This is an optimization exercise on Yosys and OpenROAD, whose aim is small area and a short achievable clock period, not a production implementation.
The RTL was checked by simulation tests, not by an equivalence proof against the original design.
Power figures rest on the tool's default switching activity, not on a simulated workload.

==> flow/design.v <==
module simd_addsub(
input  [15:0] a,
input  [15:0] b,
input  [1:0]  w,
input         sub,
output [15:0] s
);
wire [15:0] y = sub ? ~b : b;
wire p1 = (w != 2'd0);
wire p2 = (w == 2'd2);
wire [20:0] fx = {a[15:12], p1 | sub, a[11:8], p2 | sub, a[7:4], p1 | sub, a[3:0], sub};
wire [20:0] fy = {y[15:12], ~p1 & sub, y[11:8], ~p2 & sub, y[7:4], ~p1 & sub, y[3:0], sub};
wire [20:0] fs = fx + fy;
assign s = {fs[19:16], fs[14:11], fs[9:6], fs[4:1]};
endmodule
module simd_booth_enc(
  input  [15:0] b,
  input         m4, m8, m16,
  output [7:0]  one, two, neg
);
  wire nm4 = ~m4, nm8 = ~m8, nm16 = ~m16;
  assign one[0] = b[0];
  assign two[0] = b[1] & ~b[0];
  assign neg[0] = b[1];
  wire bm1 = b[1];
  assign one[1] = b[2] ^ bm1;
  assign two[1] = (b[3] & ~b[2] & ~bm1) | (~b[3] & b[2] & bm1);
  assign neg[1] = b[3];
  wire bm2 = (b[3] & nm4);
  assign one[2] = b[4] ^ bm2;
  assign two[2] = (b[5] & ~b[4] & ~bm2) | (~b[5] & b[4] & bm2);
  assign neg[2] = b[5];
  wire bm3 = b[5];
  assign one[3] = b[6] ^ bm3;
  assign two[3] = (b[7] & ~b[6] & ~bm3) | (~b[7] & b[6] & bm3);
  assign neg[3] = b[7];
  wire bm4 = (b[7] & m16);
  assign one[4] = b[8] ^ bm4;
  assign two[4] = (b[9] & ~b[8] & ~bm4) | (~b[9] & b[8] & bm4);
  assign neg[4] = b[9];
  wire bm5 = b[9];
  assign one[5] = b[10] ^ bm5;
  assign two[5] = (b[11] & ~b[10] & ~bm5) | (~b[11] & b[10] & bm5);
  assign neg[5] = b[11];
  wire bm6 = (b[11] & nm4);
  assign one[6] = b[12] ^ bm6;
  assign two[6] = (b[13] & ~b[12] & ~bm6) | (~b[13] & b[12] & bm6);
  assign neg[6] = b[13];
  wire bm7 = b[13];
  assign one[7] = b[14] ^ bm7;
  assign two[7] = (b[15] & ~b[14] & ~bm7) | (~b[15] & b[14] & bm7);
  assign neg[7] = b[15];
endmodule
module simd_mul(
  input  [15:0] a,
  input  [7:0]  one, two, neg,
  input  [31:0] x,
  input         en,
  input         m4, m8, m16,
  output [15:0] pl,
  output [15:0] hx, hy,
  output        hc
);
  wire nm4 = ~m4, nm8 = ~m8, nm16 = ~m16;
  wire t0 = (one[0] & a[0]) ^ neg[0];
  wire t1 = ((one[0] & a[1]) | (two[0] & a[0])) ^ neg[0];
  wire t2 = ((one[0] & a[2]) | (two[0] & a[1])) ^ neg[0];
  wire t3 = ((one[0] & a[3]) | (two[0] & a[2])) ^ neg[0];
  wire t4 = (m4 & (en & ~(((one[0] | two[0]) & a[3]) ^ neg[0]))) | (nm4 & (((one[0] & a[4]) | (two[0] & a[3])) ^ neg[0]));
  wire t5 = one[0] & nm4;
  wire t6 = two[0] & nm4;
  wire t7 = neg[0] & nm4;
  wire t8 = ((t5 & a[5]) | (t6 & a[4])) ^ t7;
  wire t9 = ((t5 & a[6]) | (t6 & a[5])) ^ t7;
  wire t10 = ((t5 & a[7]) | (t6 & a[6])) ^ t7;
  wire t11 = (m8 & (en & ~(((one[0] | two[0]) & a[7]) ^ neg[0]))) | (m16 & (((one[0] & a[8]) | (two[0] & a[7])) ^ neg[0]));
  wire t12 = one[0] & m16;
  wire t13 = two[0] & m16;
  wire t14 = neg[0] & m16;
  wire t15 = ((t12 & a[9]) | (t13 & a[8])) ^ t14;
  wire t16 = ((t12 & a[10]) | (t13 & a[9])) ^ t14;
  wire t17 = ((t12 & a[11]) | (t13 & a[10])) ^ t14;
  wire t18 = ((t12 & a[12]) | (t13 & a[11])) ^ t14;
  wire t19 = ((t12 & a[13]) | (t13 & a[12])) ^ t14;
  wire t20 = ((t12 & a[14]) | (t13 & a[13])) ^ t14;
  wire t21 = ((t12 & a[15]) | (t13 & a[14])) ^ t14;
  wire t22 = m16 & en & ~(((t12 | t13) & a[15]) ^ t14);
  wire t23 = (one[1] & a[0]) ^ neg[1];
  wire t24 = ((one[1] & a[1]) | (two[1] & a[0])) ^ neg[1];
  wire t25 = ((one[1] & a[2]) | (two[1] & a[1])) ^ neg[1];
  wire t26 = ((one[1] & a[3]) | (two[1] & a[2])) ^ neg[1];
  wire t27 = (m4 & (en & ~(((one[1] | two[1]) & a[3]) ^ neg[1]))) | (nm4 & (((one[1] & a[4]) | (two[1] & a[3])) ^ neg[1]));
  wire t28 = one[1] & nm4;
  wire t29 = two[1] & nm4;
  wire t30 = neg[1] & nm4;
  wire t31 = ((t28 & a[5]) | (t29 & a[4])) ^ t30;
  wire t32 = ((t28 & a[6]) | (t29 & a[5])) ^ t30;
  wire t33 = ((t28 & a[7]) | (t29 & a[6])) ^ t30;
  wire t34 = (m8 & (en & ~(((one[1] | two[1]) & a[7]) ^ neg[1]))) | (m16 & (((one[1] & a[8]) | (two[1] & a[7])) ^ neg[1]));
  wire t35 = one[1] & m16;
  wire t36 = two[1] & m16;
  wire t37 = neg[1] & m16;
  wire t38 = ((t35 & a[9]) | (t36 & a[8])) ^ t37;
  wire t39 = ((t35 & a[10]) | (t36 & a[9])) ^ t37;
  wire t40 = ((t35 & a[11]) | (t36 & a[10])) ^ t37;
  wire t41 = ((t35 & a[12]) | (t36 & a[11])) ^ t37;
  wire t42 = ((t35 & a[13]) | (t36 & a[12])) ^ t37;
  wire t43 = ((t35 & a[14]) | (t36 & a[13])) ^ t37;
  wire t44 = ((t35 & a[15]) | (t36 & a[14])) ^ t37;
  wire t45 = m16 & en & ~(((t35 | t36) & a[15]) ^ t37);
  wire t46 = one[2] & nm4;
  wire t47 = two[2] & nm4;
  wire t48 = neg[2] & nm4;
  wire t49 = (t46 & a[0]) ^ t48;
  wire t50 = ((t46 & a[1]) | (t47 & a[0])) ^ t48;
  wire t51 = ((t46 & a[2]) | (t47 & a[1])) ^ t48;
  wire t52 = ((t46 & a[3]) | (t47 & a[2])) ^ t48;
  wire t53 = (m4 & ((one[2] & a[4]) ^ neg[2])) | (nm4 & (((one[2] & a[4]) | (two[2] & a[3])) ^ neg[2]));
  wire t54 = ((one[2] & a[5]) | (two[2] & a[4])) ^ neg[2];
  wire t55 = ((one[2] & a[6]) | (two[2] & a[5])) ^ neg[2];
  wire t56 = ((one[2] & a[7]) | (two[2] & a[6])) ^ neg[2];
  wire t57 = (nm16 & (en & ~(((one[2] | two[2]) & a[7]) ^ neg[2]))) | (m16 & (((one[2] & a[8]) | (two[2] & a[7])) ^ neg[2]));
  wire t58 = one[2] & m16;
  wire t59 = two[2] & m16;
  wire t60 = neg[2] & m16;
  wire t61 = ((t58 & a[9]) | (t59 & a[8])) ^ t60;
  wire t62 = ((t58 & a[10]) | (t59 & a[9])) ^ t60;
  wire t63 = ((t58 & a[11]) | (t59 & a[10])) ^ t60;
  wire t64 = ((t58 & a[12]) | (t59 & a[11])) ^ t60;
  wire t65 = ((t58 & a[13]) | (t59 & a[12])) ^ t60;
  wire t66 = ((t58 & a[14]) | (t59 & a[13])) ^ t60;
  wire t67 = ((t58 & a[15]) | (t59 & a[14])) ^ t60;
  wire t68 = m16 & en & ~(((t58 | t59) & a[15]) ^ t60);
  wire t69 = one[3] & nm4;
  wire t70 = two[3] & nm4;
  wire t71 = neg[3] & nm4;
  wire t72 = (t69 & a[0]) ^ t71;
  wire t73 = ((t69 & a[1]) | (t70 & a[0])) ^ t71;
  wire t74 = ((t69 & a[2]) | (t70 & a[1])) ^ t71;
  wire t75 = ((t69 & a[3]) | (t70 & a[2])) ^ t71;
  wire t76 = (m4 & ((one[3] & a[4]) ^ neg[3])) | (nm4 & (((one[3] & a[4]) | (two[3] & a[3])) ^ neg[3]));
  wire t77 = ((one[3] & a[5]) | (two[3] & a[4])) ^ neg[3];
  wire t78 = ((one[3] & a[6]) | (two[3] & a[5])) ^ neg[3];
  wire t79 = ((one[3] & a[7]) | (two[3] & a[6])) ^ neg[3];
  wire t80 = (nm16 & (en & ~(((one[3] | two[3]) & a[7]) ^ neg[3]))) | (m16 & (((one[3] & a[8]) | (two[3] & a[7])) ^ neg[3]));
  wire t81 = one[3] & m16;
  wire t82 = two[3] & m16;
  wire t83 = neg[3] & m16;
  wire t84 = ((t81 & a[9]) | (t82 & a[8])) ^ t83;
  wire t85 = ((t81 & a[10]) | (t82 & a[9])) ^ t83;
  wire t86 = ((t81 & a[11]) | (t82 & a[10])) ^ t83;
  wire t87 = ((t81 & a[12]) | (t82 & a[11])) ^ t83;
  wire t88 = ((t81 & a[13]) | (t82 & a[12])) ^ t83;
  wire t89 = ((t81 & a[14]) | (t82 & a[13])) ^ t83;
  wire t90 = ((t81 & a[15]) | (t82 & a[14])) ^ t83;
  wire t91 = m16 & en & ~(((t81 | t82) & a[15]) ^ t83);
  wire t92 = one[4] & m16;
  wire t93 = two[4] & m16;
  wire t94 = neg[4] & m16;
  wire t95 = (t92 & a[0]) ^ t94;
  wire t96 = ((t92 & a[1]) | (t93 & a[0])) ^ t94;
  wire t97 = ((t92 & a[2]) | (t93 & a[1])) ^ t94;
  wire t98 = ((t92 & a[3]) | (t93 & a[2])) ^ t94;
  wire t99 = ((t92 & a[4]) | (t93 & a[3])) ^ t94;
  wire t100 = ((t92 & a[5]) | (t93 & a[4])) ^ t94;
  wire t101 = ((t92 & a[6]) | (t93 & a[5])) ^ t94;
  wire t102 = ((t92 & a[7]) | (t93 & a[6])) ^ t94;
  wire t103 = (nm16 & ((one[4] & a[8]) ^ neg[4])) | (m16 & (((one[4] & a[8]) | (two[4] & a[7])) ^ neg[4]));
  wire t104 = ((one[4] & a[9]) | (two[4] & a[8])) ^ neg[4];
  wire t105 = ((one[4] & a[10]) | (two[4] & a[9])) ^ neg[4];
  wire t106 = ((one[4] & a[11]) | (two[4] & a[10])) ^ neg[4];
  wire t107 = (m4 & (en & ~(((one[4] | two[4]) & a[11]) ^ neg[4]))) | (nm4 & (((one[4] & a[12]) | (two[4] & a[11])) ^ neg[4]));
  wire t108 = one[4] & nm4;
  wire t109 = two[4] & nm4;
  wire t110 = neg[4] & nm4;
  wire t111 = ((t108 & a[13]) | (t109 & a[12])) ^ t110;
  wire t112 = ((t108 & a[14]) | (t109 & a[13])) ^ t110;
  wire t113 = ((t108 & a[15]) | (t109 & a[14])) ^ t110;
  wire t114 = nm4 & en & ~(((t108 | t109) & a[15]) ^ t110);
  wire t115 = one[5] & m16;
  wire t116 = two[5] & m16;
  wire t117 = neg[5] & m16;
  wire t118 = (t115 & a[0]) ^ t117;
  wire t119 = ((t115 & a[1]) | (t116 & a[0])) ^ t117;
  wire t120 = ((t115 & a[2]) | (t116 & a[1])) ^ t117;
  wire t121 = ((t115 & a[3]) | (t116 & a[2])) ^ t117;
  wire t122 = ((t115 & a[4]) | (t116 & a[3])) ^ t117;
  wire t123 = ((t115 & a[5]) | (t116 & a[4])) ^ t117;
  wire t124 = ((t115 & a[6]) | (t116 & a[5])) ^ t117;
  wire t125 = ((t115 & a[7]) | (t116 & a[6])) ^ t117;
  wire t126 = (nm16 & ((one[5] & a[8]) ^ neg[5])) | (m16 & (((one[5] & a[8]) | (two[5] & a[7])) ^ neg[5]));
  wire t127 = ((one[5] & a[9]) | (two[5] & a[8])) ^ neg[5];
  wire t128 = ((one[5] & a[10]) | (two[5] & a[9])) ^ neg[5];
  wire t129 = ((one[5] & a[11]) | (two[5] & a[10])) ^ neg[5];
  wire t130 = (m4 & (en & ~(((one[5] | two[5]) & a[11]) ^ neg[5]))) | (nm4 & (((one[5] & a[12]) | (two[5] & a[11])) ^ neg[5]));
  wire t131 = one[5] & nm4;
  wire t132 = two[5] & nm4;
  wire t133 = neg[5] & nm4;
  wire t134 = ((t131 & a[13]) | (t132 & a[12])) ^ t133;
  wire t135 = ((t131 & a[14]) | (t132 & a[13])) ^ t133;
  wire t136 = ((t131 & a[15]) | (t132 & a[14])) ^ t133;
  wire t137 = nm4 & en & ~(((t131 | t132) & a[15]) ^ t133);
  wire t138 = one[6] & m16;
  wire t139 = two[6] & m16;
  wire t140 = neg[6] & m16;
  wire t141 = (t138 & a[0]) ^ t140;
  wire t142 = ((t138 & a[1]) | (t139 & a[0])) ^ t140;
  wire t143 = ((t138 & a[2]) | (t139 & a[1])) ^ t140;
  wire t144 = ((t138 & a[3]) | (t139 & a[2])) ^ t140;
  wire t145 = ((t138 & a[4]) | (t139 & a[3])) ^ t140;
  wire t146 = ((t138 & a[5]) | (t139 & a[4])) ^ t140;
  wire t147 = ((t138 & a[6]) | (t139 & a[5])) ^ t140;
  wire t148 = ((t138 & a[7]) | (t139 & a[6])) ^ t140;
  wire t149 = (m8 & ((one[6] & a[8]) ^ neg[6])) | (m16 & (((one[6] & a[8]) | (two[6] & a[7])) ^ neg[6]));
  wire t150 = one[6] & nm4;
  wire t151 = two[6] & nm4;
  wire t152 = neg[6] & nm4;
  wire t153 = ((t150 & a[9]) | (t151 & a[8])) ^ t152;
  wire t154 = ((t150 & a[10]) | (t151 & a[9])) ^ t152;
  wire t155 = ((t150 & a[11]) | (t151 & a[10])) ^ t152;
  wire t156 = (m4 & ((one[6] & a[12]) ^ neg[6])) | (nm4 & (((one[6] & a[12]) | (two[6] & a[11])) ^ neg[6]));
  wire t157 = ((one[6] & a[13]) | (two[6] & a[12])) ^ neg[6];
  wire t158 = ((one[6] & a[14]) | (two[6] & a[13])) ^ neg[6];
  wire t159 = ((one[6] & a[15]) | (two[6] & a[14])) ^ neg[6];
  wire t160 = en & ~(((one[6] | two[6]) & a[15]) ^ neg[6]);
  wire t161 = one[7] & m16;
  wire t162 = two[7] & m16;
  wire t163 = neg[7] & m16;
  wire t164 = (t161 & a[0]) ^ t163;
  wire t165 = ((t161 & a[1]) | (t162 & a[0])) ^ t163;
  wire t166 = ((t161 & a[2]) | (t162 & a[1])) ^ t163;
  wire t167 = ((t161 & a[3]) | (t162 & a[2])) ^ t163;
  wire t168 = ((t161 & a[4]) | (t162 & a[3])) ^ t163;
  wire t169 = ((t161 & a[5]) | (t162 & a[4])) ^ t163;
  wire t170 = ((t161 & a[6]) | (t162 & a[5])) ^ t163;
  wire t171 = ((t161 & a[7]) | (t162 & a[6])) ^ t163;
  wire t172 = (m8 & ((one[7] & a[8]) ^ neg[7])) | (m16 & (((one[7] & a[8]) | (two[7] & a[7])) ^ neg[7]));
  wire t173 = one[7] & nm4;
  wire t174 = two[7] & nm4;
  wire t175 = neg[7] & nm4;
  wire t176 = ((t173 & a[9]) | (t174 & a[8])) ^ t175;
  wire t177 = ((t173 & a[10]) | (t174 & a[9])) ^ t175;
  wire t178 = ((t173 & a[11]) | (t174 & a[10])) ^ t175;
  wire t179 = (m4 & ((one[7] & a[12]) ^ neg[7])) | (nm4 & (((one[7] & a[12]) | (two[7] & a[11])) ^ neg[7]));
  wire t180 = ((one[7] & a[13]) | (two[7] & a[12])) ^ neg[7];
  wire t181 = ((one[7] & a[14]) | (two[7] & a[13])) ^ neg[7];
  wire t182 = ((one[7] & a[15]) | (two[7] & a[14])) ^ neg[7];
  wire t183 = en & ~(((one[7] | two[7]) & a[15]) ^ neg[7]);
  wire t184 = (m4 & neg[0]) | (m8 & neg[0]) | (m16 & neg[0]);
  wire t185 = (m4 & neg[1]) | (m8 & neg[1]) | (m16 & neg[1]);
  wire t186 = (m8 & neg[2]) | (m16 & neg[2]);
  wire t187 = (m8 & neg[3]) | (m16 & neg[3]);
  wire t188 = (m4 & neg[2]) | (m16 & neg[4]);
  wire t189 = (m4 & neg[3]) | (m16 & neg[5]);
  wire t190 = (m16 & neg[6]);
  wire t191 = (m16 & neg[7]);
  wire t192 = (m4 & neg[4]) | (m8 & neg[4]);
  wire t193 = (m4 & neg[5]) | (m8 & neg[5]);
  wire t194 = (m8 & neg[6]);
  wire t195 = (m8 & neg[7]);
  wire t196 = (m4 & neg[6]);
  wire t197 = (m4 & neg[7]);
  wire t198 = x[0] ^ t184;
  wire t199 = x[0] & t184;
  wire t200 = x[1] ^ t1;
  wire t201 = x[1] & t1;
  wire fs202, fc202;
  assign {fc202, fs202} = {1'b0, x[2]} + {1'b0, t185} + {1'b0, t2};
  wire t203 = t23 ^ t201;
  wire t204 = t23 & t201;
  wire fs205, fc205;
  assign {fc205, fs205} = {1'b0, x[3]} + {1'b0, t3} + {1'b0, t24};
  wire t206 = fc202 ^ t204;
  wire t207 = fc202 & t204;
  wire fs208, fc208;
  assign {fc208, fs208} = {1'b0, x[4]} + {1'b0, t186} + {1'b0, t25};
  wire fs209, fc209;
  assign {fc209, fs209} = {1'b0, t49} + {1'b0, t4} + {1'b0, fc205};
  wire t210 = fs208 ^ t207;
  wire t211 = fs208 & t207;
  wire fs212, fc212;
  assign {fc212, fs212} = {1'b0, x[5]} + {1'b0, t8} + {1'b0, t26};
  wire fs213, fc213;
  assign {fc213, fs213} = {1'b0, t50} + {1'b0, fc208} + {1'b0, fs212};
  wire t214 = fc209 ^ t211;
  wire t215 = fc209 & t211;
  wire fs216, fc216;
  assign {fc216, fs216} = {1'b0, x[6]} + {1'b0, t187} + {1'b0, t9};
  wire fs217, fc217;
  assign {fc217, fs217} = {1'b0, t51} + {1'b0, t72} + {1'b0, t27};
  wire fs218, fc218;
  assign {fc218, fs218} = {1'b0, fc212} + {1'b0, fs216} + {1'b0, fs217};
  wire t219 = fc213 ^ t215;
  wire t220 = fc213 & t215;
  wire fs221, fc221;
  assign {fc221, fs221} = {1'b0, x[7]} + {1'b0, t10} + {1'b0, t31};
  wire t222 = fc221 & nm4;
  wire fs223, fc223;
  assign {fc223, fs223} = {1'b0, t52} + {1'b0, t73} + {1'b0, fc216};
  wire t224 = fc223 & nm4;
  wire fs225, fc225;
  assign {fc225, fs225} = {1'b0, fs221} + {1'b0, fc217} + {1'b0, fs223};
  wire t226 = fc225 & nm4;
  wire t227 = fc218 ^ t220;
  wire t228 = fc218 & t220;
  wire t229 = t228 & nm4;
  wire fs230, fc230;
  assign {fc230, fs230} = {1'b0, x[8]} + {1'b0, t188} + {1'b0, t32};
  wire fs231, fc231;
  assign {fc231, fs231} = {1'b0, t74} + {1'b0, t95} + {1'b0, t11};
  wire fs232, fc232;
  assign {fc232, fs232} = {1'b0, t53} + {1'b0, fs230} + {1'b0, t222};
  wire fs233, fc233;
  assign {fc233, fs233} = {1'b0, fs231} + {1'b0, t224} + {1'b0, fs232};
  wire t234 = t226 ^ fs233;
  wire t235 = t226 & fs233;
  wire fs236, fc236;
  assign {fc236, fs236} = {1'b0, x[9]} + {1'b0, t15} + {1'b0, t33};
  wire fs237, fc237;
  assign {fc237, fs237} = {1'b0, t54} + {1'b0, t75} + {1'b0, t96};
  wire fs238, fc238;
  assign {fc238, fs238} = {1'b0, fc230} + {1'b0, fs236} + {1'b0, fs237};
  wire fs239, fc239;
  assign {fc239, fs239} = {1'b0, fc231} + {1'b0, fs238} + {1'b0, fc232};
  wire t240 = fc233 ^ fs239;
  wire t241 = fc233 & fs239;
  wire fs242, fc242;
  assign {fc242, fs242} = {1'b0, x[10]} + {1'b0, t189} + {1'b0, t16};
  wire fs243, fc243;
  assign {fc243, fs243} = {1'b0, t55} + {1'b0, t97} + {1'b0, t118};
  wire fs244, fc244;
  assign {fc244, fs244} = {1'b0, t34} + {1'b0, t76} + {1'b0, fc236};
  wire fs245, fc245;
  assign {fc245, fs245} = {1'b0, fc237} + {1'b0, fs242} + {1'b0, fs243};
  wire fs246, fc246;
  assign {fc246, fs246} = {1'b0, fc238} + {1'b0, fs244} + {1'b0, fs245};
  wire t247 = fs246 ^ fc239;
  wire t248 = fs246 & fc239;
  wire fs249, fc249;
  assign {fc249, fs249} = {1'b0, x[11]} + {1'b0, t17} + {1'b0, t38};
  wire fs250, fc250;
  assign {fc250, fs250} = {1'b0, t56} + {1'b0, t77} + {1'b0, t98};
  wire fs251, fc251;
  assign {fc251, fs251} = {1'b0, t119} + {1'b0, fc242} + {1'b0, fc243};
  wire fs252, fc252;
  assign {fc252, fs252} = {1'b0, fs249} + {1'b0, fs250} + {1'b0, fc244};
  wire fs253, fc253;
  assign {fc253, fs253} = {1'b0, fc245} + {1'b0, fs251} + {1'b0, fc246};
  wire t254 = fs252 ^ t248;
  wire t255 = fs252 & t248;
  wire fs256, fc256;
  assign {fc256, fs256} = {1'b0, x[12]} + {1'b0, t190} + {1'b0, t18};
  wire fs257, fc257;
  assign {fc257, fs257} = {1'b0, t39} + {1'b0, t78} + {1'b0, t99};
  wire fs258, fc258;
  assign {fc258, fs258} = {1'b0, t120} + {1'b0, t141} + {1'b0, t57};
  wire fs259, fc259;
  assign {fc259, fs259} = {1'b0, fc249} + {1'b0, fc250} + {1'b0, fs256};
  wire fs260, fc260;
  assign {fc260, fs260} = {1'b0, fs257} + {1'b0, fs258} + {1'b0, fc251};
  wire fs261, fc261;
  assign {fc261, fs261} = {1'b0, fs259} + {1'b0, fc252} + {1'b0, fs260};
  wire t262 = fc253 ^ fs261;
  wire t263 = fc253 & fs261;
  wire fs264, fc264;
  assign {fc264, fs264} = {1'b0, x[13]} + {1'b0, t19} + {1'b0, t40};
  wire fs265, fc265;
  assign {fc265, fs265} = {1'b0, t61} + {1'b0, t79} + {1'b0, t100};
  wire fs266, fc266;
  assign {fc266, fs266} = {1'b0, t121} + {1'b0, t142} + {1'b0, fc256};
  wire fs267, fc267;
  assign {fc267, fs267} = {1'b0, fc257} + {1'b0, fs264} + {1'b0, fs265};
  wire fs268, fc268;
  assign {fc268, fs268} = {1'b0, fc258} + {1'b0, fc259} + {1'b0, fs266};
  wire fs269, fc269;
  assign {fc269, fs269} = {1'b0, fs267} + {1'b0, fc260} + {1'b0, fs268};
  wire t270 = fc261 ^ fs269;
  wire t271 = fc261 & fs269;
  wire fs272, fc272;
  assign {fc272, fs272} = {1'b0, x[14]} + {1'b0, t191} + {1'b0, t20};
  wire fs273, fc273;
  assign {fc273, fs273} = {1'b0, t41} + {1'b0, t62} + {1'b0, t101};
  wire fs274, fc274;
  assign {fc274, fs274} = {1'b0, t122} + {1'b0, t143} + {1'b0, t164};
  wire fs275, fc275;
  assign {fc275, fs275} = {1'b0, t80} + {1'b0, fc264} + {1'b0, fc265};
  wire fs276, fc276;
  assign {fc276, fs276} = {1'b0, fs272} + {1'b0, fs273} + {1'b0, fs274};
  wire fs277, fc277;
  assign {fc277, fs277} = {1'b0, fc266} + {1'b0, fc267} + {1'b0, fs275};
  wire fs278, fc278;
  assign {fc278, fs278} = {1'b0, fs276} + {1'b0, fc268} + {1'b0, fs277};
  wire t279 = fc269 ^ fs278;
  wire t280 = fc269 & fs278;
  wire fs281, fc281;
  assign {fc281, fs281} = {1'b0, x[15]} + {1'b0, t21} + {1'b0, t42};
  wire t282 = fc281 & m16;
  wire fs283, fc283;
  assign {fc283, fs283} = {1'b0, t63} + {1'b0, t84} + {1'b0, t102};
  wire t284 = fc283 & m16;
  wire fs285, fc285;
  assign {fc285, fs285} = {1'b0, t123} + {1'b0, t144} + {1'b0, t165};
  wire t286 = fc285 & m16;
  wire fs287, fc287;
  assign {fc287, fs287} = {1'b0, fc272} + {1'b0, fc273} + {1'b0, fc274};
  wire t288 = fc287 & m16;
  wire fs289, fc289;
  assign {fc289, fs289} = {1'b0, fs281} + {1'b0, fs283} + {1'b0, fs285};
  wire t290 = fc289 & m16;
  wire fs291, fc291;
  assign {fc291, fs291} = {1'b0, fc275} + {1'b0, fc276} + {1'b0, fs287};
  wire t292 = fc291 & m16;
  wire fs293, fc293;
  assign {fc293, fs293} = {1'b0, fs289} + {1'b0, fc277} + {1'b0, fs291};
  wire t294 = fc293 & m16;
  wire t295 = fc278 ^ fs293;
  wire t296 = fc278 & fs293;
  wire t297 = t296 & m16;
  wire fs298, fc298;
  assign {fc298, fs298} = {1'b0, x[16]} + {1'b0, t192} + {1'b0, t22};
  wire fs299, fc299;
  assign {fc299, fs299} = {1'b0, t43} + {1'b0, t64} + {1'b0, t85};
  wire fs300, fc300;
  assign {fc300, fs300} = {1'b0, t124} + {1'b0, t145} + {1'b0, t166};
  wire fs301, fc301;
  assign {fc301, fs301} = {1'b0, t103} + {1'b0, fs298} + {1'b0, fs299};
  wire fs302, fc302;
  assign {fc302, fs302} = {1'b0, fs300} + {1'b0, t282} + {1'b0, t284};
  wire fs303, fc303;
  assign {fc303, fs303} = {1'b0, t286} + {1'b0, fs301} + {1'b0, t288};
  wire fs304, fc304;
  assign {fc304, fs304} = {1'b0, t290} + {1'b0, fs302} + {1'b0, t292};
  wire fs305, fc305;
  assign {fc305, fs305} = {1'b0, fs303} + {1'b0, t294} + {1'b0, fs304};
  wire fs306, fc306;
  assign {fc306, fs306} = {1'b0, x[17]} + {1'b0, t44} + {1'b0, t65};
  wire fs307, fc307;
  assign {fc307, fs307} = {1'b0, t86} + {1'b0, t104} + {1'b0, t125};
  wire fs308, fc308;
  assign {fc308, fs308} = {1'b0, t146} + {1'b0, t167} + {1'b0, fc298};
  wire fs309, fc309;
  assign {fc309, fs309} = {1'b0, fc299} + {1'b0, fc300} + {1'b0, fs306};
  wire fs310, fc310;
  assign {fc310, fs310} = {1'b0, fs307} + {1'b0, fc301} + {1'b0, fs308};
  wire fs311, fc311;
  assign {fc311, fs311} = {1'b0, fs309} + {1'b0, fc302} + {1'b0, fs310};
  wire fs312, fc312;
  assign {fc312, fs312} = {1'b0, fc303} + {1'b0, fs311} + {1'b0, fc304};
  wire fs313, fc313;
  assign {fc313, fs313} = {1'b0, x[18]} + {1'b0, t193} + {1'b0, t45};
  wire fs314, fc314;
  assign {fc314, fs314} = {1'b0, t66} + {1'b0, t87} + {1'b0, t105};
  wire fs315, fc315;
  assign {fc315, fs315} = {1'b0, t147} + {1'b0, t168} + {1'b0, t126};
  wire fs316, fc316;
  assign {fc316, fs316} = {1'b0, fc306} + {1'b0, fc307} + {1'b0, fs313};
  wire fs317, fc317;
  assign {fc317, fs317} = {1'b0, fs314} + {1'b0, fs315} + {1'b0, fc308};
  wire fs318, fc318;
  assign {fc318, fs318} = {1'b0, fc309} + {1'b0, fs316} + {1'b0, fc310};
  wire fs319, fc319;
  assign {fc319, fs319} = {1'b0, fs317} + {1'b0, fc311} + {1'b0, fs318};
  wire fs320, fc320;
  assign {fc320, fs320} = {1'b0, x[19]} + {1'b0, t67} + {1'b0, t88};
  wire fs321, fc321;
  assign {fc321, fs321} = {1'b0, t106} + {1'b0, t127} + {1'b0, t148};
  wire fs322, fc322;
  assign {fc322, fs322} = {1'b0, t169} + {1'b0, fc313} + {1'b0, fc314};
  wire fs323, fc323;
  assign {fc323, fs323} = {1'b0, fs320} + {1'b0, fs321} + {1'b0, fc315};
  wire fs324, fc324;
  assign {fc324, fs324} = {1'b0, fc316} + {1'b0, fs322} + {1'b0, fs323};
  wire fs325, fc325;
  assign {fc325, fs325} = {1'b0, fc317} + {1'b0, fs324} + {1'b0, fc318};
  wire fs326, fc326;
  assign {fc326, fs326} = {1'b0, x[20]} + {1'b0, t194} + {1'b0, t68};
  wire fs327, fc327;
  assign {fc327, fs327} = {1'b0, t89} + {1'b0, t128} + {1'b0, t170};
  wire fs328, fc328;
  assign {fc328, fs328} = {1'b0, t107} + {1'b0, t149} + {1'b0, fc320};
  wire fs329, fc329;
  assign {fc329, fs329} = {1'b0, fc321} + {1'b0, fs326} + {1'b0, fs327};
  wire fs330, fc330;
  assign {fc330, fs330} = {1'b0, fc322} + {1'b0, fs328} + {1'b0, fs329};
  wire fs331, fc331;
  assign {fc331, fs331} = {1'b0, fc323} + {1'b0, fs330} + {1'b0, fc324};
  wire fs332, fc332;
  assign {fc332, fs332} = {1'b0, x[21]} + {1'b0, t90} + {1'b0, t111};
  wire fs333, fc333;
  assign {fc333, fs333} = {1'b0, t129} + {1'b0, t153} + {1'b0, t171};
  wire fs334, fc334;
  assign {fc334, fs334} = {1'b0, fc326} + {1'b0, fc327} + {1'b0, fs332};
  wire fs335, fc335;
  assign {fc335, fs335} = {1'b0, fs333} + {1'b0, fc328} + {1'b0, fc329};
  wire fs336, fc336;
  assign {fc336, fs336} = {1'b0, fs334} + {1'b0, fc330} + {1'b0, fs335};
  wire fs337, fc337;
  assign {fc337, fs337} = {1'b0, x[22]} + {1'b0, t195} + {1'b0, t91};
  wire fs338, fc338;
  assign {fc338, fs338} = {1'b0, t112} + {1'b0, t154} + {1'b0, t130};
  wire fs339, fc339;
  assign {fc339, fs339} = {1'b0, t172} + {1'b0, fc332} + {1'b0, fc333};
  wire fs340, fc340;
  assign {fc340, fs340} = {1'b0, fs337} + {1'b0, fs338} + {1'b0, fc334};
  wire fs341, fc341;
  assign {fc341, fs341} = {1'b0, fs339} + {1'b0, fc335} + {1'b0, fs340};
  wire fs342, fc342;
  assign {fc342, fs342} = {1'b0, x[23]} + {1'b0, t113} + {1'b0, t134};
  wire t343 = fc342 & nm4;
  wire fs344, fc344;
  assign {fc344, fs344} = {1'b0, t155} + {1'b0, t176} + {1'b0, fc337};
  wire t345 = fc344 & nm4;
  wire fs346, fc346;
  assign {fc346, fs346} = {1'b0, fs342} + {1'b0, fc338} + {1'b0, fc339};
  wire t347 = fc346 & nm4;
  wire fs348, fc348;
  assign {fc348, fs348} = {1'b0, fs344} + {1'b0, fc340} + {1'b0, fs346};
  wire t349 = fc348 & nm4;
  wire fs350, fc350;
  assign {fc350, fs350} = {1'b0, x[24]} + {1'b0, t196} + {1'b0, t114};
  wire fs351, fc351;
  assign {fc351, fs351} = {1'b0, t135} + {1'b0, t177} + {1'b0, t156};
  wire fs352, fc352;
  assign {fc352, fs352} = {1'b0, fs350} + {1'b0, t343} + {1'b0, fs351};
  wire fs353, fc353;
  assign {fc353, fs353} = {1'b0, t345} + {1'b0, fs352} + {1'b0, t347};
  wire fs354, fc354;
  assign {fc354, fs354} = {1'b0, x[25]} + {1'b0, t136} + {1'b0, t157};
  wire fs355, fc355;
  assign {fc355, fs355} = {1'b0, t178} + {1'b0, fc350} + {1'b0, fs354};
  wire fs356, fc356;
  assign {fc356, fs356} = {1'b0, fc351} + {1'b0, fs355} + {1'b0, fc352};
  wire fs357, fc357;
  assign {fc357, fs357} = {1'b0, x[26]} + {1'b0, t197} + {1'b0, t137};
  wire fs358, fc358;
  assign {fc358, fs358} = {1'b0, t158} + {1'b0, t179} + {1'b0, fc354};
  wire fs359, fc359;
  assign {fc359, fs359} = {1'b0, fs357} + {1'b0, fc355} + {1'b0, fs358};
  wire fs360, fc360;
  assign {fc360, fs360} = {1'b0, x[27]} + {1'b0, t159} + {1'b0, t180};
  wire fs361, fc361;
  assign {fc361, fs361} = {1'b0, fc357} + {1'b0, fs360} + {1'b0, fc358};
  wire fs362, fc362;
  assign {fc362, fs362} = {1'b0, x[28]} + {1'b0, t160} + {1'b0, t181};
  wire t363 = fc360 ^ fs362;
  wire t364 = fc360 & fs362;
  wire fs365, fc365;
  assign {fc365, fs365} = {1'b0, x[29]} + {1'b0, t182} + {1'b0, fc362};
  wire t366 = x[30] ^ t183;
  wire t367 = x[30] & t183;
  wire [17:0] fx = {1'b0, t280, t271, t263, t255, fs253, t241, t235, t229, nm4, fs225, fs218, fs213, fs209, fs205, fs202, t199, t0};
  wire [17:0] fy = {1'b0, t295, t279, t270, t262, t254, t247, t240, t234, 1'b0, t227, t219, t214, t210, t206, t203, t200, t198};
  wire [17:0] fs = fx + fy;
  assign pl = {fs[16:9], fs[7:0]};
  assign hc = fs[17] & m16;
  assign hx = {x[31], fc365, t364, fc361, fc359, fc356, fc353, t349, fc341, fc336, fc331, fc325, fc319, fc312, fc305, t297};
  assign hy = {t367, t366, fs365, t363, fs361, fs359, fs356, fs353, fs348, fs341, fs336, fs331, fs325, fs319, fs312, fs305};
endmodule
module simd_shift(
input  [15:0] d,
input  [1:0]  w,
input         right,
input         arith,
output [15:0] q
);
wire s4 = (w == 2'd0);
wire s16 = (w == 2'd2);
wire [15:0] tops = {1'b1, 3'b0, s4, 3'b0, ~s16, 3'b0, s4, 3'b0};
wire [15:0] bots = {3'b0, s4, 3'b0, ~s16, 3'b0, s4, 3'b0, 1'b1};
wire [15:0] rsh = ({1'b0, d[15:1]} & ~tops) | (d & tops & {16{arith}});
wire [15:0] lsh = {d[14:0], 1'b0} & ~bots;
assign q = right ? rsh : lsh;
endmodule
module SIMD(
input [11:0] instruction,
input clk,
input rst,
output [31:0] outputvalue
);
reg  [11:0] cmd;             
reg  rst_d;                  
reg  [255:0] rf;             
reg  [15:0] ra;              
reg  [7:0]  e_one, e_two, e_neg;    
reg  [31:0] e_x;             
reg  e_mul, e_m4, e_m8, e_m16;
reg  [3:0] e_dst;
reg  [15:0] res_l, out_l, out_h;
reg  [15:0] w_hx, w_hy;      
reg  w_hc, w_k24;            
wire [3:0] op = cmd[11:8];
wire [1:0] w  = cmd[7:6];
wire [1:0] fc = cmd[5:4];
wire [1:0] fb = cmd[3:2];
wire [1:0] fa = cmd[1:0];
wire is_logic = (op[3:2] == 2'b10);
wire nop = rst | rst_d;
wire mul = ~nop & (op[3:1] == 3'd1);
wire [3:0] addr_a = is_logic ? {fb, fa} : {w, fa};
wire [15:0] bank0 = rf[16*{w,2'd0} +: 16];
wire [15:0] bank1 = rf[16*{w,2'd1} +: 16];
wire [15:0] bank2 = rf[16*{w,2'd2} +: 16];
wire [15:0] bank3 = rf[16*{w,2'd3} +: 16];
wire [15:0] rd_a = rf[16*addr_a +: 16];
wire [15:0] rd_b = fb[1] ? (fb[0] ? bank3 : bank2) : (fb[0] ? bank1 : bank0);
wire [15:0] rd_c = fc[1] ? (fc[0] ? bank3 : bank2) : (fc[0] ? bank1 : bank0);
wire [15:0] as_out;
simd_addsub as(.a(rd_a), .b(rd_b), .w(w), .sub(op == 4'd1), .s(as_out));
wire [15:0] sh_out;
simd_shift sh(.d(rd_a), .w(w), .right(fb[0]), .arith(op == 4'd6), .q(sh_out));
wire [15:0] pre = ({16{~nop & (op[3:1] == 3'd0)}} & as_out)
                | ({16{~nop & ((op == 4'd4) | (op == 4'd6))}} & sh_out)
                | ({16{~nop & (op == 4'd8)}}  & (rd_a & rd_c))
                | ({16{~nop & (op == 4'd9)}}  & (rd_a | rd_c))
                | ({16{~nop & (op == 4'd10)}} & (rd_a ^ rd_c))
                | ({16{~nop & (op == 4'd11)}} & ~rd_a);
wire m4 = (w == 2'd0), m8 = (w == 2'd1), m16 = w[1];
wire [7:0] one, two, neg;
simd_booth_enc be(.b(rd_b), .m4(m4), .m8(m8), .m16(m16), .one(one), .two(two), .neg(neg));
wire [3:0] par4 = {^rd_b[15:12], ^rd_b[11:8], ^rd_b[7:4], ^rd_b[3:0]};
wire [1:0] par8 = {par4[3] ^ par4[2], par4[1] ^ par4[0]};
wire par16 = par8[1] ^ par8[0];
wire [3:0] q;
assign q[0] = ~(rd_a[3] & par4[0]);
assign q[1] = m4 ? ~(rd_a[7] & par4[1]) : ~(rd_a[7] & par8[0]);
assign q[2] = ~(rd_a[11] & par4[2]);
assign q[3] = m4 ? ~(rd_a[15] & par4[3]) : m8 ? ~(rd_a[15] & par8[1]) : ~(rd_a[15] & par16);
wire [15:0] c = (op == 4'd3) ? rd_c : 16'd0;
wire [31:0] x4 = {q[3], 1'b0, 1'b1, ~c[15], c[15:12], q[2], 1'b0, 1'b1, ~c[11], c[11:8],
                  q[1], 1'b0, 1'b1, ~c[7],  c[7:4],   q[0], 1'b0, 1'b1, ~c[3],  c[3:0]};
wire [31:0] x8 = {q[3], 1'b0, 1'b1, 1'b0, 1'b1, 1'b0, 1'b1, ~c[15], c[15:8],
                  q[1], 1'b0, 1'b1, 1'b0, 1'b1, 1'b0, 1'b1, ~c[7],  c[7:0]};
wire [31:0] x16 = {q[3], 1'b0, 1'b1, 1'b0, 1'b1, 1'b0, 1'b1, 1'b0, 1'b1, 1'b0, 1'b1,
                   1'b0, 1'b1, 1'b0, 1'b1, ~c[15], c[15:0]};
wire [31:0] x = ~mul ? {16'd0, pre} : m4 ? x4 : m8 ? x8 : x16;
always @(posedge clk) begin
  ra <= rd_a;
  e_one <= one & {8{mul}};
  e_two <= two & {8{mul}};
  e_neg <= neg & {8{mul}};
  e_x <= x;
  e_mul <= mul;
  e_m4 <= m4;
  e_m8 <= m8;
  e_m16 <= m16;
  e_dst <= nop ? 4'd0 : {w, fc};
  rst_d <= rst;
  cmd <= instruction;
end
wire [15:0] res, hx, hy;
wire hc;
simd_mul mu(.a(ra), .one(e_one), .two(e_two), .neg(e_neg), .x(e_x), .en(e_mul),
            .m4(e_m4), .m8(e_m8), .m16(e_m16), .pl(res), .hx(hx), .hy(hy), .hc(hc));
wire [17:0] hs = {w_hx[15:8], w_k24, w_hx[7:0], w_hc} + {w_hy[15:8], 1'b0, w_hy[7:0], w_hc};
wire [15:0] wd0 = res & ~{16{rst}};
wire [15:0] wd1 = res | {16{rst}};
integer i;
always @(posedge clk) begin
  res_l <= res;
  w_hx <= hx;
  w_hy <= hy;
  w_hc <= hc;
  w_k24 <= ~e_m4;
  out_l <= res_l;
  out_h <= {hs[17:10], hs[8:1]};
  for (i = 0; i < 16; i = i + 1)
    if (rst | (e_dst == i))
      rf[16*i +: 16] <= (wd1 & rf_init(i)) | (wd0 & ~rf_init(i));
end
function [15:0] rf_init(input integer r);
  case (r)
    1:  rf_init = 16'b0001_1000_1000_0100;
    2:  rf_init = 16'b1110_0110_0110_1100;
    4:  rf_init = 16'b0010_0111_0100_1100;
    5:  rf_init = 16'b1101_1000_1000_0101;
    8:  rf_init = 16'b0001_0110_0100_1010;
    9:  rf_init = 16'b1111_1010_1010_0100;
    13: rf_init = 16'b0001_1000_1000_0100;
    default: rf_init = 16'b0;
  endcase
endfunction
assign outputvalue = {out_h, out_l};
endmodule
==> flow/run.sh <==
#!/bin/bash
# synth_recipe.tcl (not shown) runs the flow's synth.tcl, then flattens the netlist and writes it again
# the make line also repeats each setting of config.mk as NAME=value (left out here)
make -C /OpenROAD-flow-scripts/flow DESIGN_CONFIG=/design/flow/config.mk WORK_HOME=/design/flow/orfs CLKGATE_MAP_FILE= SYNTH_SCRIPT=/design/flow/synth_recipe.tcl finish
==> flow/config.mk <==
export PLATFORM = sky130hd
export DESIGN_NAME = SIMD
export DESIGN_NICKNAME = SIMD
export VERILOG_FILES = /design/flow/design.v
export SDC_FILE = /design/flow/constraint.sdc
export NUM_CORES = 4
export LEC_CHECK = 0
export CAP_MARGIN = 20
export CORE_MARGIN = 2
export CORE_UTILIZATION = 40
export CTS_CLUSTER_SIZE = 30
export SETUP_SLACK_MARGIN = 5
export SLEW_MARGIN = 20
==> flow/constraint.sdc <==
create_clock -name core_clock -period 10.0 [get_ports {clk}]
set_input_delay 2.0000 -clock core_clock [delete_from_list [all_inputs] [get_ports {clk}]]
set_output_delay 2.0000 -clock core_clock [all_outputs]
set_load 0.01 [all_outputs]
==> results.json, run 1 <==
{
  "drt-total-wl_um": 80590,
  "r2r-start": "e_two[4]$_DFF_P_",
  "grt_pass1_wl_um": 121800,
  "finalCriticalPeriod_ns": 4.880,
  "clk_latency_ns": 0.61,
  "rows": 95,
  "synth.net_count": 2480,
  "maxCapViolCount": 0,
  "seq_area_frac_synth_pct": 41.04,
  "hold_depth": 0,
  "placed_cell_area_sq_um": 28410,
  "worstHoldStart": "res_l[9]$_DFF_P_",
  "cts.sinks": 429,
  "hold_buffers": 0,
  "synth_flop_cell": "edfxtp_1",
  "grt_max_degree": 88,
  "final_common_cell": "edfxtp_1",
  "hold_path.class": "reg -> reg",
  "dp.cells": 3043,
  "drive_above_1_share_pct": 19.97,
  "wire_per_inst_um": 25.49,
  "rsz0062_at_grt": "false",
  "die_area_sq_um": 70020,
  "grt-ovfl-total": 0,
  "tightest_slew_ns": 1.124,
  "ir_drop_mv": 0.1259,
  "yosys_warnings": 1,
  "io_pins": 46,
  "synth_edf_count": 256,
  "slowest_stage": "fa_1",
  "fin_worst_skew_ns": 0.03819,
  "cp-start-kind": "flop",
  "fin_crit_sh_pct": 48.80,
  "cts_tree": "built",
  "synth.distinct_cells": 82,
  "fin_area_sq_um": 30770,
  "cp-startpoint": "e_two[4]$_DFF_P_",
  "path_clk_slew_ns": 0.06,
  "drt_iter0_markers": 1853,
  "cts-root-buf": "clkbuf_16",
  "p_leak_nw": 11.43,
  "setup_viol_count_final": 0,
  "grt_antenna_before_repair": 3,
  "finalSetupTns_ns": 0,
  "cts_max_level": 2,
  "p_total_w": 0.005263,
  "area_delta_synth_final_pct": 13.24,
  "mostFrequentLayoutCells": "edfxtp_1, inv_1, mux4_2, xnor2_1, dfxtp_1",
  "yosys.area.top_type_share_pct": 28.30,
  "syn_area_sq_um": 27170,
  "relSlewSlack_pct": 24.37,
  "routed_via_density": 5.891,
  "synthTopCellsByArea": "edfxtp_1, mux4_2, dfxtp_1, fa_1, ha_1",
  "synthArstFlopShare_pct": 0,
  "timing.hold.ws_ns": 0.3177,
  "crit_path_cell_trace": "a22oi_2 > xnor2_1 > nand2_1 > fa_2 > fa_2 > fa_1 > fa_1 > inv_1 > ha_1 > ha_1 > nand2_1 > or2_2 > nor3_4 > o41a_1 > a31oi_4 > or2_2",
  "critPathMaxFanout": 14,
  "chipHeight_um": 264.6,
  "final_cells": 3162,
  "coreArea_sq_um": 67160,
  "status": "finished clean",
  "drc": 0,
  "timing.fmax_ghz": 0.2049,
  "drt_first_pass_iters": 7,
  "hpwlAfterDp_um": 55900,
  "diodes": 0,
  "max_stage_delay_ns": 0.55,
  "avgSynthCellArea_sq_um": 12.15,
  "end_kind": "flop",
  "cp.arrival_ns": 5.22,
  "first_global_vias": 18990,
  "die_x_um": 264.6,
  "r2r.worst_path.cells": 16,
  "path_class": "reg -> reg",
  "finalHoldViolations": 0,
  "synth_seq_cells": 429,
  "numCtsBuffers": 47,
  "track_usage_pct": 23.00,
  "cts_max_path_buffers": 3,
  "pwr_density_cell_nw_per_um2": 171.1,
  "vias": 18630,
  "initial_utilization_pct": 40.45,
  "io_buffers": 45,
  "syn_inst": 2236,
  "synth_top_area_cell": "edfxtp_1",
  "nets": 2495,
  "maxSlewViolCount": 0,
  "required_ns": 10.34,
  "ant_nets": 0,
  "gp_congestion": 0.9665
}
synthesized netlist by cell type, types with 56 or more instances:
| master | instances |
|---|---|
| mux4_2 | 161 |
| nor2_1 | 97 |
| a21oi_1 | 76 |
| xnor2_1 | 151 |
| fa_1 | 120 |
| mux2i_1 | 56 |
| edfxtp_1 | 256 |
| dfxtp_1 | 173 |
| ha_1 | 110 |
| a22oi_1 | 120 |
| nand2_1 | 132 |
| inv_1 | 162 |
| clkbuf_1 | 118 |
worst paths after layout:
check / slack, ns / to
max reg2reg: 5.12 / rf[158]$_DFFE_PP_
min reg2reg: 0.32 / out_l[9]$_DFF_P_
max: 5.12 / rf[158]$_DFFE_PP_
min: 0.32 / out_l[9]$_DFF_P_
metal layers:
layer	GRT usage [%]	part of all wire [%]	up-vias
met4	9.490	4.5	2
li1	-	-	8150
met2	38.99	49	787
met1	29.27	40	9497
met3	3.855	7.0	191
met5	0	0.016	-
worst max-delay path, delay by kind of cell (launching register included):
| family | cells | cell delay, ns |
|---|---|---|
| compound gates | 3 | 0.55 |
| xor+xnor | 1 | 0.13 |
| fa+ha+maj | 6 | 2.45 |
| buf+inv | 1 | 0.05 |
| flops | 1 | 0.41 |
| simple gates | 5 | 1.05 |
cell families (layout without fill, tap and decap cells):
| logic type | Yosys count | count (layout) | share of synthesized area [%] |
|---|---|---|---|
| simple gates | 403 | 404 | 7.138 |
| mux | 224 | 224 | 15.77 |
| flops | 429 | 429 | 41.04 |
| buf+inv | 346 | 397 | 5.315 |
| compound gates | 402 | 403 | 10.32 |
| fa+ha+maj | 230 | 230 | 13.91 |
| xor+xnor | 202 | 202 | 6.512 |
final cells by class:
class                      instances  area, sq um
clock inverter                    27        339.1
tap                              873         1092
multi-input combinational       1463        14840
timing repair buffer             136         1285
fill                            5944        36390
clock buffer                      60         1306
inverter                         174        655.6
sequential                       429        11250
state kept, by name (all words and copies together) (netlist names), 12 cells and up:
name / count
ra: 16
cmd: 12
res_l: 16
e_x: 31
out_h: 16
rf: 256
w_hx: 16
out_l: 16
w_hy: 15
through the flow:
| step | utilization [%] | setup slack, ns |
|---|---|---|
| 2_1_floorplan | - | 4.992 |
| 3_3_place_gp | 42.30 | 4.455 |
| 3_5_place_dp | 42.31 | 4.288 |
| 4_1_cts | 45.10 | 5.003 |
| 5_1_grt | 45.81 | 4.958 |
| 6_report | 45.81 | 5.121 |
what timing repair did:
item / 4_1_cts / 5_1_grt
setup endpoints to repair: 117 / 125
endpoints found under the hold margin: 0 / 0
buffers inserted: 3 / 26
pin swaps: 3 / 8
gates cloned: 2 / 1
gates resized for setup: 57 / 61
report_power, final:
part           switching, W  internal [W]
Sequential         0.000149       0.00207
Combinational      0.000697      0.000522
Clock              0.000756       0.00107
==> run 2, diff against run 1 <==
--- a/flow/config.mk
+++ b/flow/config.mk
@@ -8,6 +8,5 @@
 export CAP_MARGIN = 20
 export CORE_MARGIN = 2
 export CORE_UTILIZATION = 40
-export CTS_CLUSTER_SIZE = 30
 export SETUP_SLACK_MARGIN = 5
 export SLEW_MARGIN = 20
==> results.json, run 2 <==
{
  "status": "finished clean",
  "yosys.area.top_type_share_pct": 28.30,
  "synthArstFlopShare_pct": 0,
  "cpLargestDelayFamily": "adder cells",
  "crit_path_cell_trace": "a22oi_2 > xnor2_1 > nand2_1 > fa_2 > fa_2 > fa_1 > fa_1 > inv_1 > ha_1 > ha_1 > nand2_1 > or2_2 > nor3_4 > o41a_1 > a31oi_4 > or2_2",
  "max_stage_delay_ns": 0.55,
  "wire_per_inst_um": 25.49,
  "path_class": "reg -> reg",
  "largest_register": "rf",
  "grt_max_degree": 88,
  "avgSynthCellArea_sq_um": 12.15,
  "area_delta_synth_final_pct": 13.24,
  "yosysMostFrequentCell": "edfxtp_1",
  "routed_via_density": 5.891,
  "final_cells": 3162,
  "drive_above_1_share_pct": 19.97,
  "critPathMaxFanout": 14,
  "hold_buffers": 0,
  "synth_edf_count": 256,
  "ant_nets": 0,
  "pwr_density_cell_nw_per_um2": 171.1,
  "drc": 0,
  "yosys-top-cells-count": "edfxtp_1, dfxtp_1, inv_1, mux4_2, xnor2_1",
  "track_usage_pct": 23.00,
  "clk_latency_ns": 0.61,
  "cts-root-buf": "clkbuf_16",
  "grt_antenna_before_repair": 3,
  "end_kind": "flop",
  "cts_max_level": 2,
  "numCtsBuffers": 47,
  "synth.net_count": 2480,
  "seq_area_frac_synth_pct": 41.04,
  "rows": 95,
  "nets": 2495,
  "required_ns": 10.34,
  "coreArea_sq_um": 67160,
  "chipHeight_um": 264.6,
  "hold_path.class": "reg -> reg",
  "grt_pass1_wl_um": 121800,
  "p_leak_nw": 11.43,
  "cts_tree": "built",
  "synth.distinct_cells": 82,
  "io_buffers": 45,
  "drt-total-wl_um": 80590,
  "maxCapViolCount": 0,
  "cts.sinks": 429,
  "path_clk_slew_ns": 0.06,
  "p_total_w": 0.005263,
  "vias": 18630,
  "rsz0062_at_grt": "false",
  "yosys_warnings": 1,
  "finalHoldViolations": 0,
  "largest_reg_flops": 256,
  "synth_seq_cells": 429,
  "synth_top_area_cell": "edfxtp_1",
  "die_x_um": 264.6,
  "gp_congestion": 0.9665,
  "die_area_sq_um": 70020,
  "drt_first_pass_iters": 7,
  "syn_area_sq_um": 27170,
  "reg_top3": "rf (256), e_x (31)",
  "timing.fmax_ghz": 0.2049,
  "grt-ovfl-total": 0,
  "hpwlAfterDp_um": 55900,
  "mostFrequentLayoutCells": "edfxtp_1, inv_1, mux4_2, xnor2_1, dfxtp_1",
  "finalSetupTns_ns": 0,
  "first_global_vias": 18990,
  "cp.arrival_ns": 5.22,
  "finalCriticalPeriod_ns": 4.880,
  "tightest_slew_ns": 1.124,
  "cts_max_path_buffers": 3,
  "io_pins": 46,
  "synthTopCellsByArea": "edfxtp_1, mux4_2, dfxtp_1, fa_1, ha_1",
  "ir_drop_mv": 0.1259,
  "relSlewSlack_pct": 24.37,
  "critPathBufInv": 1,
  "setup_viol_count_final": 0,
  "initial_utilization_pct": 40.45,
  "syn_inst": 2236,
  "diodes": 0,
  "cp-start-kind": "flop",
  "maxSlewViolCount": 0,
  "synth_flop_cell": "edfxtp_1",
  "drt_iter0_markers": 1853,
  "fin_worst_skew_ns": 0.03819,
  "dp.cells": 3043,
  "slowest_stage": "fa_1",
  "final_common_cell": "edfxtp_1",
  "fin_crit_sh_pct": 48.80
}
run 2: layout make-up:
cell class                 count  area, sq um
multi-input combinational   1463        14840
inverter                     174        655.6
clock buffer                  60         1306
fill                        5944        36390
tap                          873         1092
timing repair buffer         136         1285
sequential                   429        11250
clock inverter                27        339.1
run 2: worst reg2reg max path, stage by stage, from the launching register on:
cell and delay [ns]:
dfxtp_4 0.41, a22oi_2 0.22, xnor2_1 0.13, nand2_1 0.10, fa_2 0.42, fa_2 0.41, fa_1 0.49, fa_1 0.55
inv_1 0.05, ha_1 0.27, ha_1 0.32, nand2_1 0.08, or2_2 0.32, nor3_4 0.22, o41a_1 0.26, a31oi_4 0.08
or2_2 0.33
run 2: per-layer routing:
layer | wire length (um) | up-vias | track usage, %
met2 | 39290 | 787 | 38.99
li1 | - | 8150 | -
met5 | 13 | - | 0
met3 | 5663 | 191 | 3.855
met1 | 31960 | 9497 | 29.27
met4 | 3664 | 2 | 9.490
run 2: what timing repair did:
action | CTS | global route
resized for setup | 57 | 61
pin swaps | 3 | 8
gates cloned | 2 | 1
buffers inserted | 3 | 26
setup endpoints to repair | 117 | 125
run 2: final timing paths:
check,slack (ns),start,endpoint,depth (start not counted)
max,5.12,e_two[4]$_DFF_P_,rf[158]$_DFFE_PP_,16
min,0.32,res_l[9]$_DFF_P_,out_l[9]$_DFF_P_,0
max reg2reg,5.12,e_two[4]$_DFF_P_,rf[158]$_DFFE_PP_,16
min reg2reg,0.32,res_l[9]$_DFF_P_,out_l[9]$_DFF_P_,0
run 2: kinds of logic after synthesis:
| kind of cell | synth area share [%] |
|---|---|
| fa+ha+maj | 13.91 |
| flops | 41.04 |
| compound gates | 10.32 |
| buf+inv | 5.315 |
| mux | 15.77 |
| simple gates | 7.138 |
| xor+xnor | 6.512 |
run 2: stage by stage:
step           hold slack [ns]  cell area [sq um]  util, %  setup WS (ns)
6_report                0.3177              30770    45.81          5.121
5_1_grt                 0.3292              30770    45.81          4.958
4_1_cts                 0.3257              30290    45.10          5.003
3_5_place_dp            0.3121              28410    42.31          4.288
3_3_place_gp            0.3115              28410    42.30          4.455
2_1_floorplan           0.3096              27190        -          4.992
run 2: report_power, final:
part	switching (W)	internal (W)	total [W]
Sequential	0.000149	0.00207	0.00222
Clock	0.000756	0.00107	0.00183
Combinational	0.000697	0.000522	0.00122
==> run 3, diff against run 2 <==
--- a/flow/config.mk
+++ b/flow/config.mk
@@ -7,6 +7,8 @@
 export LEC_CHECK = 0
 export CAP_MARGIN = 20
 export CORE_MARGIN = 2
-export CORE_UTILIZATION = 40
+export CORE_UTILIZATION = 60
+export CTS_BUF_LIST = sky130_fd_sc_hd__clkbuf_8 sky130_fd_sc_hd__clkbuf_16
+export CTS_CLUSTER_SIZE = 40
 export SETUP_SLACK_MARGIN = 5
 export SLEW_MARGIN = 20
==> results.json, run 3 <==
{
  "final_common_cell": "edfxtp_1",
  "fin_crit_sh_pct": 48.82,
  "synth.distinct_cells": 82,
  "hpwlAfterDp_um": 54280,
  "syn_area_sq_um": 27170,
  "cts_max_path_buffers": 3,
  "wl_met1_um": 29650,
  "synth_edf_count": 256,
  "path_class": "reg -> reg",
  "drt-total-wl_um": 77760,
  "top_layer": "met4",
  "required_ns": 10.34,
  "hold_buffers": 0,
  "largest_reg_flops": 256,
  "cp.arrival_ns": 5.22,
  "routed_via_density": 6.490,
  "path_clk_slew_ns": 0.06,
  "r2r_slack_ns": 5.12,
  "io_buffers": 45,
  "hold_depth": 0,
  "setup_viol_count_final": 0,
  "met3_length_um": 6994,
  "drt_iter0_markers": 1853,
  "status": "finished clean",
  "synthArstFlopShare_pct": 0,
  "yosys.area.top_type_share_pct": 28.30,
  "relSlewSlack_pct": 19.34,
  "hold_path.class": "reg -> reg",
  "cts_tree": "built",
  "cts-root-buf": "clkbuf_16",
  "tightest_slew_ns": 1.210,
  "wl_met2_um": 37280,
  "p_leak_nw": 11.31,
  "synth.net_count": 2480,
  "fin_worst_skew_ns": 0.03111,
  "avgSynthCellArea_sq_um": 12.15,
  "initial_utilization_pct": 61.17,
  "yosysMostFrequentCell": "edfxtp_1",
  "nets": 2475,
  "cts.sinks": 429,
  "grt_max_degree": 54,
  "end_kind": "flop",
  "preCtsSetupSlack_ns": 3.958,
  "yosys-top-cells-count": "edfxtp_1, dfxtp_1, inv_1, mux4_2, xnor2_1",
  "pwr_density_cell_nw_per_um2": 168.5,
  "synth_top_area_cell": "edfxtp_1",
  "track_usage_pct": 33.41,
  "mostFrequentLayoutCells": "edfxtp_1, inv_1, mux4_2, xnor2_1, dfxtp_1",
  "die_x_um": 216.8,
  "drc": 0,
  "die_area_sq_um": 47000,
  "cp-start-kind": "flop",
  "maxCapViolCount": 0,
  "finalSetupTns_ns": 0,
  "gp_congestion": 0.9924,
  "critPathMaxFanout": 16,
  "reg_top3": "rf (256), e_x (31)",
  "seq_area_frac_synth_pct": 41.04,
  "clk_latency_ns": 0.61,
  "grt_pass1_wl_um": 116300,
  "grt-ovfl-total": 0,
  "io_pins": 46,
  "maxSlewViolCount": 0,
  "syn_inst": 2236,
  "timing.final.ws_setup_ns": 5.118,
  "yosys_warnings": 1,
  "rsz0062_at_grt": "true",
  "cts_max_level": 2,
  "worstHoldStart": "res_l[1]$_DFF_P_",
  "min_to": "out_l[1]$_DFF_P_",
  "vias": 18560,
  "largest_register": "rf",
  "r2r.worst_path.cells": 17,
  "grt_antenna_before_repair": 0,
  "r2r-start": "ra[13]$_DFF_P_",
  "ant_nets": 0,
  "chipHeight_um": 216.8,
  "synth_flop_cell": "edfxtp_1",
  "timing.fmax_ghz": 0.2048,
  "drt_first_pass_iters": 5,
  "rr_endpoint": "rf[63]$_DFFE_PP_",
  "finalHoldViolations": 0,
  "finalCriticalPeriod_ns": 4.882,
  "synthTopCellsByArea": "edfxtp_1, mux4_2, dfxtp_1, fa_1, ha_1",
  "diodes": 0,
  "coreArea_sq_um": 44410,
  "ir_drop_mv": 0.2148,
  "drive_above_1_share_pct": 19.14,
  "rows": 77,
  "wire_per_inst_um": 27.20,
  "numCtsBuffers": 45,
  "area_delta_synth_final_pct": 10.91,
  "synth_seq_cells": 429,
  "first_global_vias": 18430
}
run 3: cell counts after synthesis:
Identical to the previous run, type by type.
run 3: worst max-delay path by stage:
stage	from	end	depth (start not counted)
finish	ra[13]$_DFF_P_	rf[63]$_DFFE_PP_	17
global route	ra[3]$_DFF_P_	rf[142]$_DFFE_PP_	15
CTS	e_two[4]$_DFF_P_	rf[14]$_DFFE_PP_	17
detailed placement	e_m4$_DFF_P_	rf[110]$_DFFE_PP_	15
global placement	e_m4$_DFF_P_	rf[78]$_DFFE_PP_	15
floorplan	ra[0]$_DFF_P_	rf[110]$_DFFE_PP_	18
run 3: cells by family (layout without fill, tap and decap cells):
logic type               count (synthesis)  in the layout  synth area share (%)
AO/OA/AOI/OAI                          402            402                 10.32
XOR/XNOR                               202            202                 6.512
adder cells (fa/ha/maj)                230            230                 13.91
buffers and inverters                  346            375                 5.315
flip-flops                             429            429                 41.04
multiplexers                           224            224                 15.77
AND/OR/NAND/NOR                        403            405                 7.138
run 3: through the flow:
step	cells	total power, W	cell area, sq um	util [%]	hold WS (ns)
detailed placement	2759	0.003370	28040	63.13	0.3121
global placement	2758	0.003346	28020	63.10	0.3102
global route	2859	0.005275	30130	67.84	0.3316
floorplan	2236	0.002970	27190	-	0.3096
CTS	2844	0.005060	29700	66.87	0.3257
finish	2859	0.005078	30130	67.84	0.3264
run 3: metal layers:
layer	GRT usage [%]	up-vias
met1	44.03	9296
met5	0	-
met3	6.527	202
met4	14.36	0
met2	54.48	961
li1	-	8097
run 3: final cells by class:
| class | instances | area, sq um |
|---|---|---|
| Clock inverter | 35 | 339.1 |
| Inverter | 174 | 660.6 |
| Fill cell | 3225 | 14280 |
| Multi-Input combinational cell | 1463 | 14850 |
| Clock buffer | 48 | 1179 |
| Timing Repair Buffer | 118 | 1110 |
| Tap cell | 592 | 740.7 |
| Sequential cell | 429 | 11250 |
run 3: timing repair:
item                                    CTS  global route
resized for setup                        47            64
cloned                                    1             1
buffers inserted                          1            14
endpoints found under the setup margin  133           108
pin swaps                                 2             5
run 3: worst max-delay path, stage by stage (launching register included):
cell and delay (ns):
dfxtp_1 0.31, buf_4 0.23, a22oi_1 0.14, xnor2_1 0.14, and2_1 0.17, fa_1 0.51
inv_1 0.07, fa_1 0.38, fa_1 0.48, fa_1 0.57, inv_1 0.05, ha_1 0.27
ha_2 0.22, or3_4 0.41, nor3_4 0.23, or3_4 0.19, a21oi_4 0.06, buf_12 0.19
run 3: power by group:
part / leakage (nW) / internal (W) / switching (W)
Combinational: 6.48 / 0.000498 / 0.000668
Sequential: 4.06 / 0.00207 / 0.000156
Clock: 0.771 / 0.000969 / 0.000716
Total: 11.3 / 0.00354 / 0.00154
==> run 4, diff against run 3 <==
--- a/flow/config.mk
+++ b/flow/config.mk
@@ -8,7 +8,7 @@
 export CAP_MARGIN = 20
 export CORE_MARGIN = 2
 export CORE_UTILIZATION = 60
-export CTS_BUF_LIST = sky130_fd_sc_hd__clkbuf_8 sky130_fd_sc_hd__clkbuf_16
-export CTS_CLUSTER_SIZE = 40
+export CTS_CLUSTER_DIAMETER = 150
+export CTS_CLUSTER_SIZE = 20
 export SETUP_SLACK_MARGIN = 5
 export SLEW_MARGIN = 20
==> results.json, run 4 <==
{
  "cp-start-kind": "flop",
  "initial_utilization_pct": 61.17,
  "relSlewSlack_pct": 19.48,
  "nets": 2449,
  "crit_path_cell_trace": "buf_4 > a22oi_1 > xnor2_1 > and2_1 > fa_1 > inv_1 > fa_1 > fa_1 > fa_1 > inv_1 > ha_1 > ha_1 > or3_1 > nor3_4 > or3_4 > a21oi_4 > buf_12",
  "cts_tree": "built",
  "vias": 18590,
  "ant_nets": 0,
  "synth.net_count": 2480,
  "avgSynthCellArea_sq_um": 12.15,
  "finalSetupTns_ns": 0,
  "chipHeight_um": 216.8,
  "critPathMaxFanout": 16,
  "required_ns": 10.34,
  "timing.fmax_ghz": 0.2013,
  "diodes": 0,
  "gp_congestion": 0.9924,
  "drive_above_1_share_pct": 17.06,
  "setup_viol_count_final": 0,
  "largest_register": "rf",
  "io_pins": 46,
  "ir_drop_mv": 0.1877,
  "cts-root-buf": "clkbuf_16",
  "cts.sinks": 429,
  "synth.distinct_cells": 82,
  "drt-total-wl_um": 76970,
  "routed_via_density": 6.609,
  "cp_common_cell": "fa_1",
  "grt_max_degree": 54,
  "end_kind": "flop",
  "wire_per_inst_um": 27.36,
  "pwr_density_cell_nw_per_um2": 151.8,
  "grt_antenna_before_repair": 5,
  "grt-ovfl-total": 0,
  "synth_flop_cell": "edfxtp_1",
  "rsz0062_at_grt": "true",
  "path_class": "reg -> reg",
  "grt_pass1_wl_um": 115700,
  "rows": 77,
  "die_area_sq_um": 47000,
  "yosysMostFrequentCell": "edfxtp_1",
  "largest_reg_flops": 256,
  "drt_iter0_markers": 2073,
  "reg_top3": "rf (256), e_x (31)",
  "synth_edf_count": 256,
  "area_delta_synth_final_pct": 7.442,
  "p_leak_nw": 10.84,
  "maxSlewViolCount": 0,
  "die_x_um": 216.8,
  "finalCriticalPeriod_ns": 4.969,
  "cts_max_path_buffers": 3,
  "first_global_vias": 18210,
  "final_common_cell": "edfxtp_1",
  "status": "finished clean",
  "fin_crit_sh_pct": 49.69,
  "io_buffers": 45,
  "seq_area_frac_synth_pct": 41.04,
  "synthTopCellsByArea": "edfxtp_1, mux4_2, dfxtp_1, fa_1, ha_1",
  "hpwlAfterDp_um": 54280,
  "hold_buffers": 0,
  "drt_first_pass_iters": 6,
  "tightest_slew_ns": 1.197,
  "mostFrequentLayoutCells": "edfxtp_1, inv_1, mux4_2, xnor2_1, dfxtp_1",
  "cp.arrival_ns": 5.31,
  "drc": 0,
  "syn_area_sq_um": 27170,
  "maxCapViolCount": 0,
  "fin_worst_skew_ns": 0.03667,
  "yosys_warnings": 1,
  "yosys-top-cells-count": "edfxtp_1, dfxtp_1, inv_1, mux4_2, xnor2_1",
  "synthArstFlopShare_pct": 0
}
-- run 4: path summary, 6_finish.rpt --
kind	start	endpoint	slack (ns)	depth (start not counted)
hold reg to reg	res_l[7]$_DFF_P_	out_l[7]$_DFF_P_	0.33	0
setup / recovery	ra[13]$_DFF_P_	rf[31]$_DFFE_PP_	5.03	17
hold / removal	res_l[7]$_DFF_P_	out_l[7]$_DFF_P_	0.33	0
setup reg to reg	ra[13]$_DFF_P_	rf[31]$_DFFE_PP_	5.03	17
-- run 4: cell families after synthesis --
kind of cell | count (synthesis) | synth area share [%]
compound gates | 402 | 10.32
xor+xnor | 202 | 6.512
fa+ha+maj | 230 | 13.91
buf+inv | 346 | 5.315
flops | 429 | 41.04
mux | 224 | 15.77
simple gates | 403 | 7.138
-- run 4: report_power, final --
part           total, W  switching, W  internal [W]
sequential      0.00223      0.000160       0.00207
clock           0.00105      0.000574      0.000474
combinational   0.00116      0.000662      0.000494
total           0.00443       0.00140       0.00304
-- run 4: layout make-up --
type	instances	area, sq um
Clock inverter	3	36.28
Sequential cell	429	11250
Clock buffer	40	681.9
Multi-Input combinational cell	1462	14770
Inverter	174	660.6
Timing Repair Buffer	113	1047
Tap cell	592	740.7
Fill cell	3346	15220
-- run 4: timing repair --
action / in CTS / in global routing
resized for setup: 48 / 56
setup buffers: 1 / 8
gates cloned: 1 / 0
endpoints found under the setup margin: 133 / 106
pin swaps: 2 / 4
-- run 4: routing by layer --
layer / wire, um / global-route usage [%]
met4: 3747 / 12.72
met1: 29090 / 44.53
met2: 36980 / 54.33
met3: 7122 / 5.255
met5: 31 / 0
-- run 4: stage by stage --
| step | std cells | setup slack (ns) | instance area [sq um] | utilization [%] | power, W |
|---|---|---|---|---|---|
| floorplan | 2236 | 4.992 | 27190 | - | 0.002970 |
| global placement | 2758 | 4.103 | 28020 | 63.10 | 0.003346 |
| detailed placement | 2759 | 3.958 | 28040 | 63.13 | 0.003370 |
| CTS | 2804 | 4.928 | 28910 | 65.08 | 0.004413 |
| global route | 2813 | 4.931 | 29190 | 65.72 | 0.004609 |
| finish | 2813 | 5.031 | 29190 | 65.72 | 0.004430 |
-- run 4: critical path, delay by kind of cell, from the launching register on --
family | cells | cell delay [ns]
AOI/OAI and AO/OA | 2 | 0.20
xor gates and xnor gates | 1 | 0.14
adders and majority gates | 6 | 2.45
buffers and inverters | 4 | 0.58
DFF | 1 | 0.31
and+or+nand+nor | 4 | 1.04

Setup slack of run 4, layout unchanged: 5.031 ns with ideal ports, 5.031 ns with driving cells assumed (clock clkbuf_16, inputs buf_2), 5.031 ns with port delays also shifted by the 0.649 ns mid clock arrival.
